What follows belongs to an exercise in optimizing a design on an open flow for small area; a production flow would make more cautious choices.
Function was checked by simulation only, so behaviour that the tests miss may differ from the original.

==> garnet: inputs <==
// top_fft
module top_fft(clk
               ,rst_n
               ,ena_fft
               ,ena_mag
               ,data_rd_int_01
               ,data_rd_int_02
               ,data_rd_int_03
               ,data_rd_int_04
               ,data_rd_int_05
               ,data_rd_int_06
               ,data_w_real
               ,data_w_image
               ,wr_ena_int_01        
               ,wr_ena_int_02
               ,wr_ena_int_03
               ,wr_ena_int_04
               ,wr_ena_int_05
               ,wr_ena_int_06
               ,addr_mem_int_01
               ,addr_mem_int_02
               ,addr_mem_int_03
               ,addr_mem_int_04
               ,addr_mem_int_05
               ,addr_mem_int_06
               ,addr_input
               ,addr_w
               ,data_wr_int_01
               ,data_wr_int_02
               ,data_wr_int_03
               ,data_wr_int_04
               ,data_wr_int_05
               ,data_wr_int_06
               ,data_input
               ,stage_number
               ,max_point_fft
               ,max_point_fft_core
               );
clock: 30.0 ns
lec_check: 0
abc_area: 1
cap_margin: 20
core_margin: 2
core_utilization: 30
cts_buf_list: sky130_fd_sc_hd__clkbuf_4
cts_cluster_diameter: 50
cts_cluster_size: 10
place_density: 0.4
slew_margin: 20
standard.sh (not shown) runs the stock make flow with config.mk's settings and CLKGATE_MAP_FILE= SYNTH_SCRIPT=/design/flow/synth_recipe.tcl, a recipe that flattens the netlist after the stock synthesis.
==> flow/flow/run.sh <==
#!/bin/bash
set -euo pipefail
bash standard.sh "BUFFER_PORTS_ARGS=-buffer_cell sky130_fd_sc_hd__buf_1" finish > layout.log 2>&1
==> violet (differences from garnet) <==
--- a/flow/config.mk
+++ b/flow/config.mk
@@ -9,8 +9,8 @@
 export CAP_MARGIN = 20
 export CORE_MARGIN = 2
 export CORE_UTILIZATION = 30
-export CTS_BUF_LIST = sky130_fd_sc_hd__clkbuf_4
-export CTS_CLUSTER_DIAMETER = 50
-export CTS_CLUSTER_SIZE = 10
+export CTS_BUF_LIST = sky130_fd_sc_hd__clkbuf_8
+export CTS_CLUSTER_DIAMETER = 60
+export CTS_CLUSTER_SIZE = 14
 export PLACE_DENSITY = 0.4
 export SLEW_MARGIN = 20
==> indigo (differences from garnet) <==
--- a/flow/config.mk
+++ b/flow/config.mk
@@ -10,7 +10,5 @@
 export CORE_MARGIN = 2
 export CORE_UTILIZATION = 30
 export CTS_BUF_LIST = sky130_fd_sc_hd__clkbuf_4
-export CTS_CLUSTER_DIAMETER = 50
-export CTS_CLUSTER_SIZE = 10
 export PLACE_DENSITY = 0.4
 export SLEW_MARGIN = 20
==> summary of the runs <==
violet ran to the end with no violations. garnet completed with no timing, DRC or antenna violations. indigo went through all stages and came out clean. Of violet and indigo, violet has the higher clock skew (gap 0.022 ns). Fmax, lowest first: violet, garnet, indigo. Flip-flop and latch count is the same in garnet and violet. The lowest worst setup slack belongs to violet, the highest to indigo.
==> figures <==
                                              indigo               garnet               violet
Finished Cell Area                         40,900 um2           40,400 um2           40,400 um2
Detailed Route WL                          143,000 um           142,000 um           142,000 um
Clock Skews                                 0.0832 ns             0.101 ns             0.105 ns
Worst rel slew slack                            25.7%                24.9%                25.2%
Number of antenna cells inserted                    9                   11                    6
Flop-to-flop setup slack                      8.07 ns              8.16 ns              8.17 ns
Worst Min Path Start               fft_core_01.q2i[0]  fft_core_01.q2i[14]  fft_core_01.q2r[27]
DR pass1 iterations                                 8                    5                    5
Clock buffers                                     198                   92                   53
Req. time, crit path                         30.81 ns             30.71 ns             30.56 ns
Result of the run    no timing/DRC/antenna violations  no timing/DRC/antenna violations  no timing/DRC/antenna violations

==> inputs of zinc <==
top_fft again, from the RTL that the note above started with.
clock: 30.0 ns
lec_check: 0
abc_area: 1
cap_margin: 0
core_margin: 2
core_utilization: 30
cts_buf_list: sky130_fd_sc_hd__clkbuf_4
place_density: 0.4
slew_margin: 0
Scripts as last shown in full above: flow/flow/run.sh
==> delta: changes against zinc <==
--- a/flow/config.mk
+++ b/flow/config.mk
@@ -6,9 +6,11 @@
 export NUM_CORES = 4
 export LEC_CHECK = 0
 export ABC_AREA = 1
-export CAP_MARGIN = 0
+export CAP_MARGIN = 20
 export CORE_MARGIN = 2
 export CORE_UTILIZATION = 30
-export CTS_BUF_LIST = sky130_fd_sc_hd__clkbuf_4
+export CTS_BUF_LIST = sky130_fd_sc_hd__clkbuf_16
+export CTS_CLUSTER_DIAMETER = 80
+export CTS_CLUSTER_SIZE = 24
 export PLACE_DENSITY = 0.4
-export SLEW_MARGIN = 0
+export SLEW_MARGIN = 20
==> qor summary <==
                                                                           delta                     zinc
Final routed wire length divided by cell count                             21.7 um                  21.3 um
Slew at the pin closest to its max-slew limit                              1100 ps                  1250 ps
Register fraction of the total cell area                                     0.297                    0.292
Remaining max-slew budget at the tightest pin                                0.262                    0.156
Pre-CTS setup slack                                                        4330 ps                  4140 ps
Worst Hold Path EP                                             fft_core_01.q3r[25]       fft_core_01.q3i[0]
Buffer count excluding the clock tree in the final layout                      679                      677
Global routing met3 resource utilization                                    0.0197                   0.0354
Outcome                                                    complete, no violations  complete, no violations

[what the ideal ports hide]
In the flow no input, the clock included, has a driving cell. The finished layouts below were timed again as built, in two steps. Step 1 assumes that a clkbuf_16 drives the clock port and a buf_2 every other input. Step 2 times the ports against the registers' clock, not the clock port: input delays grow and output delays shrink by t, the midpoint of the rising clock arrivals with the driver on. Slacks: no drivers / after step 1 / after step 2; pairs: no drivers / after step 1.
| run | t, ns | setup WS [ns] | worst setup path at the end | cell pins on the clock port's net |
|---|---|---|---|---|
| garnet | 0.927 | 5.066 / 5.105 / 4.178 | input to register | 1 |
| violet | 0.774 | 4.926 / 4.965 / 4.191 | input to register | 1 |
| indigo | 1.020 | 5.100 / 5.138 / 4.118 | input to register | 1 |
| zinc | 1.014 | 5.000 / 5.038 / 4.023 | input to register | 1 |
| delta | 0.707 | 5.041 / 5.083 / 4.376 | input to register | 1 |
After both steps every run listed still meets setup and hold. For indigo, which loses most, drivers alone change the setup slack by +0.038 ns; drivers and shift together by -0.982 ns.
